Context: an optimization exercise on an open-source flow, tuned for small area. The choices shown serve that exercise and are no tape-out recipe.
Where RTL was checked, it was by simulation tests only, not by an equivalence proof against the original.
Function not checked in runs 2 and 3: the RTL went through the layout flow alone.
Power is estimated from default activity; no workload was simulated.

==> design.v <==
module freq_meter_top (
    input  wire        clk,         
    input  wire        rst_n,       
    input  wire        sig_in,      
    input  wire        sig_ref,     
    output wire [15:0] freq_cnt,    
    output wire [15:0] ref_cnt,     
    output wire [15:0] high_cnt,    
    output wire [15:0] low_cnt,     
    output wire [15:0] phase_cnt    
    );
    localparam W = 15, TAP = 6;
    localparam [W-1:0] START = 15'd19488, TC_VAL = 15'd9744, TC_MASK = 15'd30717;
    localparam [15:0] WIN = 16'd50000;   
    reg [W-1:0] lf;
    reg ph;                              
    reg gate, win;
    wire tc = ((lf ^ TC_VAL) & TC_MASK) == {W{1'b0}};
    always @(posedge clk or negedge rst_n) begin
        if (!rst_n) begin
            lf <= START;
            ph <= 1'b0;
            gate <= 1'b0;
            win <= 1'b0;
        end else begin
            lf <= {lf[W-2:0], ~(lf[W-1] ^ lf[TAP]) ^ tc};
            ph <= ~ph;
            gate <= gate ^ tc;
            win <= win ^ (tc & gate);
        end
    end
    reg s0, s1, t0, t1;
    always @(posedge clk or negedge rst_n) begin
        if (!rst_n) begin
            s0 <= 1'b0; s1 <= 1'b0; t0 <= 1'b0; t1 <= 1'b0;
        end else begin
            s0 <= sig_in; s1 <= s0; t0 <= sig_ref; t1 <= t0;
        end
    end
    wire s_rise = s0 & ~s1;
    wire r_rise = t0 & ~t1;
    reg rg;
    reg [4:0] n;
    reg [15:0] fcnt, rcnt, fbuf, rbuf;
    wire fcap = (n == 5'd1);
    wire fclr = ~rg & n[4] & n[2] & n[0];    
    always @(posedge clk or negedge rst_n) begin
        if (!rst_n) begin
            rg <= 1'b0;
            n <= 5'd21;
            fbuf <= 16'd0;
            rbuf <= 16'd0;
        end else begin
            if (s_rise) rg <= gate;
            if (rg) n <= 5'd0;
            else if (!fclr) n <= n + 1'b1;
            if (fcap) begin
                fbuf <= fcnt;
                rbuf <= rcnt;
            end
        end
    end
    always @(posedge clk) begin
        fcnt <= (fcnt & {16{~fclr}}) + (rg & s_rise);
        rcnt <= (rcnt & {16{~fclr}}) + (rg & ~ph);
    end
    reg w0, w1, valid, flag;
    reg [15:0] hcnt, pcnt, hbuf, pbuf;
    wire dcap = w1 & ~w0;
    wire dclr = ~win & ~w0;
    always @(posedge clk or negedge rst_n) begin
        if (!rst_n) begin
            w0 <= 1'b0;
            w1 <= 1'b0;
            valid <= 1'b0;
            flag <= 1'b0;
            hbuf <= 16'd0;
            pbuf <= 16'd0;
        end else begin
            w0 <= win;
            w1 <= w0;
            if (dcap) valid <= 1'b1;
            if (s_rise) flag <= 1'b1;
            else if (r_rise) flag <= 1'b0;
            if (dcap) begin
                hbuf <= hcnt;
                pbuf <= pcnt;
            end
        end
    end
    always @(posedge clk) begin
        hcnt <= (hcnt & {16{~dclr}}) + (win & s1);
        pcnt <= (pcnt & {16{~dclr}}) + (win & flag);
    end
    assign freq_cnt  = fbuf;
    assign ref_cnt   = rbuf;
    assign high_cnt  = hbuf;
    assign low_cnt   = valid ? WIN - hbuf : 16'd0;
    assign phase_cnt = pbuf;
endmodule
==> flow/run.sh <==
#!/bin/bash
set -euo pipefail
export BUFFER_PORTS_ARGS="-buffer_cell sky130_fd_sc_hd__buf_1"
export CTS_ARGS="-sink_clustering_enable -repair_clock_nets -dont_use_dummy_load -buf_list sky130_fd_sc_hd__clkbuf_8"
bash standard.sh > standard.log 2>&1
==> standard.sh <==
#!/bin/bash
# synth_recipe.tcl (not shown) runs the flow's synth.tcl, then flattens the netlist and writes it again
# the make line also repeats each setting of config.mk as NAME=value (left out here)
make -C /OpenROAD-flow-scripts/flow DESIGN_CONFIG=/design/flow/config.mk WORK_HOME=/design/flow/orfs CLKGATE_MAP_FILE= SYNTH_SCRIPT=/design/flow/synth_recipe.tcl "${@:-finish}"
==> config.mk <==
export PLATFORM = sky130hd
export DESIGN_NAME = freq_meter_top
export DESIGN_NICKNAME = freq_meter_top
export VERILOG_FILES = /design/flow/design.v
export SDC_FILE = /design/flow/constraint.sdc
export NUM_CORES = 4
export LEC_CHECK = 0
export CAP_MARGIN = 20
export CORE_MARGIN = 2
export CORE_UTILIZATION = 35
export SLEW_MARGIN = 20
==> constraint.sdc <==
create_clock -name core_clock -period 5.0 [get_ports {clk}]
set_input_delay 1.0000 -clock core_clock [delete_from_list [all_inputs] [get_ports {clk}]]
set_output_delay 1.0000 -clock core_clock [all_outputs]
set_load 0.01 [all_outputs]
==> results of run 1 <==
-- worst max-delay path, stage by stage, from the launching register on --
cell     delay, ps
dfrtp_1        440
o41a_1         500
o311a_4        370
o41ai_1        280
o211a_1        200
buf_1          140
-- power groups by stage --
| stage | sequential, uW | combinational (uW) | clock (uW) |
|---|---|---|---|
| after detailed placement | 1320 | 19.9 | 0 |
| after CTS | 1290 | 19.9 | 724 |
| after global placement | 1320 | 19.0 | 0 |
| after floorplan | 1320 | 1.55 | 0 |
| after global routing | 1290 | 21.8 | 777 |
| final | 1290 | 18.1 | 691 |
-- stage by stage --
step,util,setup slack [ps]
6_report,0.3985,1638
4_1_cts,0.3984,1590
3_5_place_dp,0.3859,2101
2_1_floorplan,-,2269
3_3_place_gp,0.3859,2163
5_1_grt,0.3985,1512
-- layer usage --
layer  routed length [um]  up-vias  share of wire
li1                     -     2221              -
met1                 5927     2264           0.47
met2                 6026       98           0.48
met3                  564       14          0.045
met4                  138        2          0.011
met5                   12        -        0.00095
-- layout by cell type, fill, tap and decap left out, drive strengths merged, types with 20 or more instances in the layout --
cell | synthesis | final
and2 | 21 | 21
buf | 11 | 86
dfrtp | 89 | 89
dfxtp | 64 | 64
mux2 | 64 | 64
nand2 | 42 | 42
nand3 | 22 | 22
nor2 | 40 | 40
xnor2 | 20 | 20
xor2 | 23 | 23
-- worst paths after layout --
| check | start | end | slack [ps] |
|---|---|---|---|
| hold reg to reg | lf[1] | lf[2] | 350 |
| max in group asynchronous | rst_n | n[2] | 3290 |
| min in group asynchronous | rst_n | pbuf[13] | 700 |
| hold / removal | lf[1] | lf[2] | 350 |
| setup reg to reg | n[2] | fcnt[12] | 2210 |
| setup / recovery | hbuf[0] | low_cnt[13] | 1640 |
-- state kept, by name, indices dropped and copies added (netlist names), 5 cells and up --
signal / cells
fbuf: 16
fcnt: 16
hbuf: 16
hcnt: 16
pbuf: 16
pcnt: 16
rbuf: 16
rcnt: 16
lf: 15
n: 5
-- layout make-up --
| cell class | instances | area (um^2) |
|---|---|---|
| Fill cell | 1808 | 11250 |
| Tap cell | 234 | 292.8 |
| Timing Repair Buffer | 87 | 345.3 |
| Multi-Input combinational cell | 391 | 2851 |
| Clock buffer | 17 | 234.0 |
| Sequential cell | 160 | 3692 |
| Inverter | 10 | 37.54 |
-- kinds of logic after synthesis --
family | after synthesis | share of synthesized area
AOI/OAI and AO/OA | 62 | 0.06291
xor gates and xnor gates | 43 | 0.05653
adders and majority gates | 12 | 0.02253
buffers and inverters | 32 | 0.01934
DFF | 160 | 0.5542
muxes | 69 | 0.1157
and+or+nand+nor | 205 | 0.1688
==> results_dict.tcl, run 1 <==
set metrics [dict create \
    cts_tree "yes" \
    drc 0 \
    clockPowerShare 0.346 \
    cts_htree_levels 4 \
    cts_made_buffers 17 \
    pwr-share-comb 0.009 \
    status "complete, no violations" \
    max_freq_mhz 297.4 \
    synth_area_leader_cell "dfrtp_1" \
    synth_cell_type_count 54 \
    num_io_pins 84 \
    period_share 0.6724 \
    drt_iter0_drc 208 \
    dieArea_um2 20160 \
    min_path_type "reg2reg" \
    synth_edf_count 0 \
    syn-instance-count 583 \
    maxSlewViolCount 0 \
    p_int_uw 1591 \
    avgSynthCellArea_um2 11.43 \
    clk_latency_ps 450 \
    core_um2 18710 \
    cp-start-kind "flip-flop" \
    root_buffer "clkbuf_8" \
    grt_pass1_vias 4406 \
    final.setup.tns_ps 0 \
    required_ps 4000 \
    postCtsSetupRepairBufs 0 \
    final_area_um2 7453 \
    maxSlewHeadroom 0.4023 \
    syn2layout_area_growth_pct 11.87 \
    gr-usage-met3 0.04408 \
    synth_top_area_frac 0.3343 \
    power_uw 2000 \
    synth.area.top_cells "dfrtp_1, dfxtp_1, mux2_2, xor2_1, dfstp_2" \
    cp.arrival_ps 2360 \
    clkTransAtPathRegs_ps 80 \
    vias_per_cell 5.116 \
    synth_sequential_area_ratio 0.5542 \
    gp_congestion 0.7664 \
    worst_slew_pin_slew_ps 896.5 \
    fin_skew_ps 28.45 \
    grt_max_degree 66 \
    totalWireLength_um 12670 \
    yosysMostFrequentCell "dfrtp_1" \
    yosys-top-cells-count "dfrtp_1, dfxtp_1, mux2_2" \
    finalSetupViolCount 0 \
    ys_ff_latch 160 \
    worstPathMaxFanout 7 \
    holdWs_ps 345.9 \
    die_h_um 142.0 \
    drive_gt1_frac 0.1534 \
    swShare 0.2042 \
    grt_usage 0.1319 \
    grt_pass1_wl_um 21370 \
    placed_cell_area_um2 7218 \
    drt_pre_antenna_iters 4 \
    antenna_found_initial 1 \
    busiest_layer "met2" \
    sequentialPowerShare 0.645 \
    grt_use_met2 0.2167 \
    r2r_cells 8 \
    maxCapViolCount 0 \
    ant_nets 0 \
    place_hpwl_um 8764 \
    clock_path_buffers 2 \
    grt-ovfl-total 0 \
    hold_depth 0 \
    stdcell_count 899 \
    cts_sinks 160 \
    cts_hold_buf 0 \
    vias 4599 \
    synth_area_um2 6663 \
    num_antenna_cells 0 \
    ys_async_sr_fraction 0.6000 \
    power.switching_uw 408.4 \
    place_inst 882 \
    grt_use_met1 0.1642 \
    initial_core_util 0.3562 \
    powerDensity_nw_per_um2 268.3 \
    synth_nets 599 \
    fin_crit_ps 3362 \
    cts_resized 0 \
    finalHoldViolCount 0 \
    fp.dieW_um 142.0 \
    leakagePower_uw 0.003110 \
    synth_warnings 1 \
    final_nets 683 \
    port_buffers 83 \
    vdd_drop_max_mv 0.1709 \
    synth_flop_cell "dfrtp_1" \
    path_class "reg2out" \
    critical_path.endpoint_type "primary output" \
    rows 50 \
    post_drt_wl_per_cell_um 14.09 \
    rsz0062_at_grt "false" \
]
==> inputs of run 2 (changes only) <==
--- a/design.v
+++ b/design.v
@@ -62,6 +62,8 @@
     end
     always @(posedge clk) begin
-        fcnt <= (fcnt & {16{~fclr}}) + (rg & s_rise);
-        rcnt <= (rcnt & {16{~fclr}}) + (rg & ~ph);
+        if (rg & s_rise) fcnt <= fcnt + 1'b1;
+        else if (fclr) fcnt <= 16'd0;
+        if (rg & ~ph) rcnt <= rcnt + 1'b1;
+        else if (fclr) rcnt <= 16'd0;
     end
     reg w0, w1, valid, flag;
@@ -90,6 +92,8 @@
     end
     always @(posedge clk) begin
-        hcnt <= (hcnt & {16{~dclr}}) + (win & s1);
-        pcnt <= (pcnt & {16{~dclr}}) + (win & flag);
+        if (win & s1) hcnt <= hcnt + 1'b1;
+        else if (dclr) hcnt <= 16'd0;
+        if (win & flag) pcnt <= pcnt + 1'b1;
+        else if (dclr) pcnt <= 16'd0;
     end
     assign freq_cnt  = fbuf;
==> run 2 against run 1 <==
  * Critical path depth unchanged
  * Maximum frequency increased by 1.4%
  * Flip-flop and latch count unchanged
  * Synthesized cell count increased by 0.34%
  * Die area increased by 7.8%
  * Worst hold slack improved by 6.3 ps
  * Largest power group unchanged
  * Global-route usage decreased by 0.32 points
  * Power increased by 3.9%
  * Clock power increased by 0.6%
  * Count of clock-buffer cells in the layout unchanged
  * Critical endpoint unchanged
  * Wire length increased by 6.6%
  * Design area increased by 8.3%
==> results_dict.tcl, run 2 <==
set metrics [dict create \
    status "complete, no violations" \
    cts_made_buffers 17 \
    cts_hold_buf 0 \
    maxSlewHeadroom 0.3619 \
    drc 0 \
    rsz0062_at_grt "false" \
    clkTransAtPathRegs_ps 70 \
    die_h_um 147.4 \
    synth_edf_count 64 \
    critical_path.top_delay_family "compound AO/OA/AOI/OAI gates" \
    totalWireLength_um 13500 \
    vias 4770 \
    yosys-top-cells-count "dfrtp_1, edfxtp_1, nor2_1" \
    synth_warnings 1 \
    final_nets 687 \
    mostFrequentLayoutCells "dfrtp_1, buf_1, nor2_1, edfxtp_1, mux2_2" \
    syn-instance-count 585 \
    finalSetupViolCount 0 \
    critical_path.endpoint_type "primary output" \
    ys_async_sr_fraction 0.6000 \
    rows 52 \
    synth_nets 597 \
    layout_commonest_cell "dfrtp_1" \
    clk_latency_ps 460 \
    synth_flop_cell "dfrtp_1" \
    cts_sinks 160 \
    cp.arrival_ps 2320 \
    leakagePower_uw 0.002991 \
    num_io_pins 84 \
    min_path_type "reg2reg" \
    postCtsSetupRepairBufs 0 \
    r2r-end "fcnt[3]" \
    r2r-start "s1" \
    worstPathMaxFanout 7 \
    dieArea_um2 21730 \
    drt_iter0_drc 294 \
    root_buffer "clkbuf_8" \
    core_um2 20230 \
    antenna_found_initial 0 \
    vdd_drop_max_mv 0.1539 \
    grt_pass1_vias 4744 \
    avgSynthCellArea_um2 12.30 \
    syn2layout_area_growth_pct 12.13 \
    min_delay_worst_endpoint "lf[11]" \
    grt_usage 0.1287 \
    period_share 0.6632 \
    dp_slack_ps 2110 \
    cts_resized 0 \
    post_drt_wl_per_cell_um 14.32 \
    fp.dieW_um 147.4 \
    setup_ws_ps 1684 \
    maxCapViolCount 0 \
    worst_slew_pin_slew_ps 957.1 \
    maxSlewViolCount 0 \
    hold_depth 0 \
    grt_max_degree 70 \
    num_antenna_cells 0 \
    worstPathCellList "o41a_1, o311a_4, o41ai_1, o211a_1, buf_1" \
    grt-ovfl-total 0 \
    yosysMostFrequentCell "dfrtp_1" \
    fin_crit_ps 3316 \
    cts_tree "yes" \
    synth_area_leader_cell "dfrtp_1" \
    synth_sequential_area_ratio 0.6019 \
    gp_congestion 0.7878 \
    hp-start "lf[10]" \
    port_buffers 83 \
    startpoint "hbuf[1]" \
    slowest_delay_ps 510 \
    drt_pre_antenna_iters 4 \
    place_hpwl_um 9197 \
    drive_gt1_frac 0.1471 \
    initial_core_util 0.3557 \
    r2r_slack_ps 2900 \
    final.setup.tns_ps 0 \
    slowest_stage "o41a_1" \
    finalHoldViolCount 0 \
    cp-start-kind "flip-flop" \
    synth_area_um2 7198 \
    clock_path_buffers 2 \
    max_freq_mhz 301.6 \
    powerDensity_nw_per_um2 257.3 \
    crit_buf_inv 1 \
    synth_cell_type_count 51 \
    vias_per_cell 5.058 \
    required_ps 4000 \
    synth_top_area_frac 0.3094 \
    ant_nets 0 \
    fin_skew_ps 43.88 \
    power_uw 2077 \
    cts_htree_levels 4 \
    ys_ff_latch 160 \
    grt_pass1_wl_um 22960 \
    synth.area.top_cells "dfrtp_1, edfxtp_1, mux2_2, xnor2_1, nor2_1" \
    r2r_cells 4 \
    path_class "reg2out" \
]
run 2: area by class of cell:
type                       count  area [um^2]
clock buffer                  17        234.0
fill                        1969        12160
inverter                      15        56.30
multi-input combinational    391         2743
sequential                   160         4333
tap                          270        337.8
timing repair buffer          90        367.9
run 2: stage by stage:
| step | util | cells | instance area [um^2] | hold WS (ps) |
|---|---|---|---|---|
| floorplan | - | 585 | 7198 | 331.2 |
| global placement | 0.3873 | 926 | 7838 | 337.1 |
| detailed placement | 0.3873 | 926 | 7838 | 341.8 |
| CTS | 0.3989 | 943 | 8071 | 355.2 |
| global route | 0.3989 | 943 | 8071 | 357.4 |
| finish | 0.3989 | 943 | 8071 | 352.2 |
run 2: worst max-delay path by stage:
stage	to	slack, ps	cells past startpoint
global placement	low_cnt[13]	2150	5
floorplan	low_cnt[11]	2270	4
detailed placement	low_cnt[13]	2110	5
finish	low_cnt[13]	1680	5
global route	low_cnt[10]	1510	7
CTS	low_cnt[13]	1640	5
run 2: power by group:
part | internal [uW] | leakage, uW | switching (uW)
Sequential | 1360 | 0.00189 | 2.03
Clock | 300 | 0.000122 | 395
Combinational | 2.60 | 0.000979 | 17.0
run 2: metal layers:
| metal | GRT usage | wire, um | part of all wire |
|---|---|---|---|
| met4 | 0.03846 | 138 | 0.010 |
| met2 | 0.2121 | 6450 | 0.48 |
| met3 | 0.03179 | 592 | 0.044 |
| met1 | 0.1692 | 6320 | 0.47 |
| met5 | 0 | 0 | 0 |
run 2: cell families after synthesis:
family / count (synthesis) / share of synthesized area
AOI/OAI and AO/OA: 61 / 0.05806
xor gates and xnor gates: 50 / 0.06084
adders and majority gates: 8 / 0.01391
buffers and inverters: 34 / 0.01825
DFF: 160 / 0.6019
muxes: 64 / 0.09977
and+or+nand+nor: 208 / 0.1472
==> inputs of run 3 (changes only) <==
--- a/design.v
+++ b/design.v
@@ -10,20 +10,18 @@
     output wire [15:0] phase_cnt    
     );
-    localparam W = 15, TAP = 6;
-    localparam [W-1:0] START = 15'd19488, TC_VAL = 15'd9744, TC_MASK = 15'd30717;
-    localparam [15:0] WIN = 16'd50000;   
-    reg [W-1:0] lf;
-    reg ph;                              
+    localparam HALF = 25000;             
+    localparam CW = $clog2(HALF);
+    localparam [CW-1:0] LAST = HALF - 1;
+    localparam [15:0] WIN = 2 * HALF;    
+    reg [CW-1:0] c;
     reg gate, win;
-    wire tc = ((lf ^ TC_VAL) & TC_MASK) == {W{1'b0}};
+    wire tc = (c & LAST) == LAST;        
     always @(posedge clk or negedge rst_n) begin
         if (!rst_n) begin
-            lf <= START;
-            ph <= 1'b0;
+            c <= 0;
             gate <= 1'b0;
             win <= 1'b0;
         end else begin
-            lf <= {lf[W-2:0], ~(lf[W-1] ^ lf[TAP]) ^ tc};
-            ph <= ~ph;
+            c <= tc ? {CW{1'b0}} : c + 1'b1;
             gate <= gate ^ tc;
             win <= win ^ (tc & gate);
@@ -49,4 +47,6 @@
             rg <= 1'b0;
             n <= 5'd21;
+            fcnt <= 16'd0;
+            rcnt <= 16'd0;
             fbuf <= 16'd0;
             rbuf <= 16'd0;
@@ -55,4 +55,8 @@
             if (rg) n <= 5'd0;
             else if (!fclr) n <= n + 1'b1;
+            if (rg & s_rise) fcnt <= fcnt + 1'b1;
+            else if (fclr) fcnt <= 16'd0;
+            if (rg & ~c[0]) rcnt <= rcnt + 1'b1;
+            else if (fclr) rcnt <= 16'd0;
             if (fcap) begin
                 fbuf <= fcnt;
@@ -60,10 +64,4 @@
             end
         end
-    end
-    always @(posedge clk) begin
-        if (rg & s_rise) fcnt <= fcnt + 1'b1;
-        else if (fclr) fcnt <= 16'd0;
-        if (rg & ~ph) rcnt <= rcnt + 1'b1;
-        else if (fclr) rcnt <= 16'd0;
     end
     reg w0, w1, valid, flag;
@@ -77,4 +75,6 @@
             valid <= 1'b0;
             flag <= 1'b0;
+            hcnt <= 16'd0;
+            pcnt <= 16'd0;
             hbuf <= 16'd0;
             pbuf <= 16'd0;
@@ -85,4 +85,8 @@
             if (s_rise) flag <= 1'b1;
             else if (r_rise) flag <= 1'b0;
+            if (win & s1) hcnt <= hcnt + 1'b1;
+            else if (dclr) hcnt <= 16'd0;
+            if (win & flag) pcnt <= pcnt + 1'b1;
+            else if (dclr) pcnt <= 16'd0;
             if (dcap) begin
                 hbuf <= hcnt;
@@ -90,10 +94,4 @@
             end
         end
-    end
-    always @(posedge clk) begin
-        if (win & s1) hcnt <= hcnt + 1'b1;
-        else if (dclr) hcnt <= 16'd0;
-        if (win & flag) pcnt <= pcnt + 1'b1;
-        else if (dclr) pcnt <= 16'd0;
     end
     assign freq_cnt  = fbuf;
==> run.sh (new file) <==
#!/bin/bash
# synth_recipe.tcl (not shown) runs the flow's synth.tcl, then flattens the netlist and writes it again
# the make line also repeats each setting of config.mk as NAME=value (left out here)
make -C /OpenROAD-flow-scripts/flow DESIGN_CONFIG=/design/flow/config.mk WORK_HOME=/design/flow/orfs CLKGATE_MAP_FILE= SYNTH_SCRIPT=/design/flow/synth_recipe.tcl finish
removed: flow/run.sh
removed: standard.sh
==> run 3 against run 2 <==
  * Sequential share of layout area fell by 9.3 points
  * Worst hold slack improved by 31 ps
  * Design area rose by 11%
  * Flip-flop and latch count fell by 1
  * Non-clock buffer count fell by 2
  * Maximum frequency fell by 12%
  * Sequential power fell by 5%
==> results_dict.tcl, run 3 <==
set metrics [dict create \
    layout_commonest_cell "dfrtp_1" \
    dieArea_um2 21920 \
    synth_nets 661 \
    synth_area_leader_cell "dfrtp_1" \
    yosysMostFrequentCell "dfrtp_1" \
    min_path_type "reg2reg" \
    synth_cell_type_count 56 \
    vdd_drop_max_mv 0.2435 \
    required_ps 4000 \
    cts_tree "yes" \
    avgSynthCellArea_um2 11.21 \
    synth_flop_cell "dfrtp_1" \
    cts_hold_buf 0 \
    worstPathMaxFanout 7 \
    sequentialPowerShare 0.484 \
    power.switching_uw 556.9 \
    num_antenna_cells 0 \
    worst_slew_pin_slew_ps 898.2 \
    post_drt_wl_per_cell_um 14.51 \
    maxCapViolCount 0 \
    fin_skew_ps 14.56 \
    antenna_found_initial 0 \
    drive_gt1_frac 0.1456 \
    port_buffers 83 \
    synth_edf_count 0 \
    cts_made_buffers 17 \
    grt_usage 0.1402 \
    critical_path.endpoint_type "primary output" \
    grt_pass1_wl_um 25280 \
    drt_iter0_drc 411 \
    powerDensity_nw_per_um2 297.5 \
    clockPowerShare 0.505 \
    vias 5205 \
    die_h_um 148.1 \
    leakagePower_uw 0.004099 \
    fin_crit_ps 3761 \
    period_share 0.7523 \
    synth_top_area_frac 0.5375 \
    syn2layout_area_growth_pct 23.51 \
    synth.area.top_cells "dfrtp_1, mux2_2, mux2i_1, nand2_1, o21ai_0" \
    synth_warnings 1 \
    final.setup.tns_ps 0 \
    initial_core_util 0.3578 \
    r2r_cells 5 \
    totalWireLength_um 14580 \
    cts_sinks 159 \
    status "complete, no violations" \
    vias_per_cell 5.179 \
    p_int_uw 2112 \
    synth_area_um2 7263 \
    hold_depth 0 \
    mostFrequentLayoutCells "dfrtp_1, clkdlybuf4s50_1, mux2_2" \
    rsz0062_at_grt "false" \
    fp.dieW_um 148.1 \
    finalSetupViolCount 0 \
    maxSlewHeadroom 0.4012 \
    core_um2 20300 \
    num_io_pins 84 \
    max_freq_mhz 265.9 \
    ys_async_sr_fraction 1.000 \
    clk_latency_ps 430 \
    drc 0 \
    ant_nets 0 \
    grt_max_degree 116 \
    fill_cells 1905 \
    pwr-share-comb 0.011 \
    clock_path_buffers 2 \
    gp_congestion 0.8090 \
    maxSlewViolCount 0 \
    drt_pre_antenna_iters 4 \
    ys_ff_latch 159 \
    cp-start-kind "flip-flop" \
    cp.arrival_ps 2760 \
    synth_sequential_area_ratio 0.5483 \
    finalHoldViolCount 0 \
    grt_pass1_vias 5173 \
    grt-ovfl-total 0 \
    path_class "reg2out" \
    cts_htree_levels 4 \
    postCtsSetupRepairBufs 0 \
    root_buffer "clkbuf_16" \
    yosys-top-cells-count "dfrtp_1, mux2_2, nand2_1" \
    swShare 0.2087 \
    place_hpwl_um 10010 \
    syn-instance-count 648 \
    final_nets 735 \
    fin_util 0.4419 \
    cts_resized 0 \
    clkTransAtPathRegs_ps 70 \
    rows 52 \
]
[run 3: cell count changes in the layout (fill, tap and decap cells not counted), moves of 17 or more]
cell / change
clkbuf_16: +17
clkdlybuf4s50_1: +82
xnor2_1: -23
edfxtp_1: -64
buf_1: -82
nor2_1: -34
mux2i_1: +22
dfrtp_1: +67
o21ai_0: +31
nand2_1: +28
[run 3: logic make-up (layout without fill, tap and decap cells)]
logic type	count (synthesis)	after routing	synth area share
xor+xnor	19	19	0.02291
mux	87	87	0.1307
flops	159	159	0.5483
compound gates	110	110	0.09940
simple gates	223	223	0.1611
buf+inv	41	128	0.02205
fa+ha+maj	9	9	0.01550
[run 3: stage by stage]
step           instances  area (um^2)  total power, uW  setup WS, ps  hold slack, ps
2_1_floorplan        648         7263             1317          2269           354.6
3_3_place_gp         973         8349             1347          1770           373.1
3_5_place_dp         973         8349             1348          1682           367.6
4_1_cts             1005         8969             2703          1206           387.2
5_1_grt             1005         8971             2765          1145           415.7
6_report            1005         8971             2669          1239           382.8
[run 3: area by class of cell]
cell class              instances  area (um^2)  area share
multi-input cells             448         3129      0.3488
well taps                     270        337.8     0.03766
clock inverters                11        158.9     0.01771
inverters                       8        30.03    0.003347
clock buffers                  21        460.4     0.05133
repair buffers                 88        872.1     0.09721
flip-flops and latches        159         3983      0.4439
[run 3: worst max-delay path, cell delays in order, from the launching register on]
cell	delay [ps]
dfrtp_1	430
o41a_1	500
o311a_4	370
o41ai_1	280
o211a_1	220
clkdlybuf4s50_1	530
[run 3: layer usage]
metal	vias up	track usage	part of all wire
met5	-	0	0
met4	0	0.05286	0.0096
met3	13	0.03006	0.035
met2	98	0.2264	0.48
met1	2583	0.1862	0.47
li1	2511	-	-
[run 3: path summary, 6_finish.rpt]
kind	start	endpoint	slack (ps)
setup / recovery	hbuf[0]	low_cnt[13]	1240
hold / removal	t0	t1	380
setup reg to reg	c[0]	win	3100
hold reg to reg	t0	t1	380
max in group asynchronous	rst_n	c[1]	3380
min in group asynchronous	rst_n	pbuf[11]	680
[run 3: power groups by stage]
stage	combinational, uW	clock (uW)	sequential [uW]
3_5_place_dp	32.8	0	1320
2_1_floorplan	2.66	0	1310
6_report	29.7	1350	1290
3_3_place_gp	31.6	0	1320
5_1_grt	35.8	1440	1290
4_1_cts	32.7	1380	1290

==> re-timing with driven ports <==
The flow's constraints put no driver on any port. The routed layouts listed below were extracted and timed again, unchanged, in two steps.
Step 1 (the two cells are an assumption about what drives the block):
set clk [get_ports {clk}]
set_driving_cell -lib_cell sky130_fd_sc_hd__clkbuf_16 $clk
set_driving_cell -lib_cell sky130_fd_sc_hd__buf_2 [delete_from_list [all_inputs] $clk]
Step 2 moves the port delays by t, midway between the first and last clock arrival at a register: inputs arrive t later, outputs are due t later. That takes back most of the time a late clock gives input paths.
Three values: ideal ports, drivers, drivers and shift; two values: the first two.
run | t, ns | setup WS [ns] | clock arrival spread, ns | pins driven straight from the clock port
run 1 | 0.472 | 1.638 / 1.601 / 2.073 | 0.034 / 0.033 | 1
run 2 | 0.468 | 1.684 / 1.651 / 2.119 | 0.046 / 0.046 | 1
run 3 | 0.464 | 1.239 / 1.198 / 1.662 | 0.016 / 0.016 | 1
After both steps every run listed still meets setup and hold.
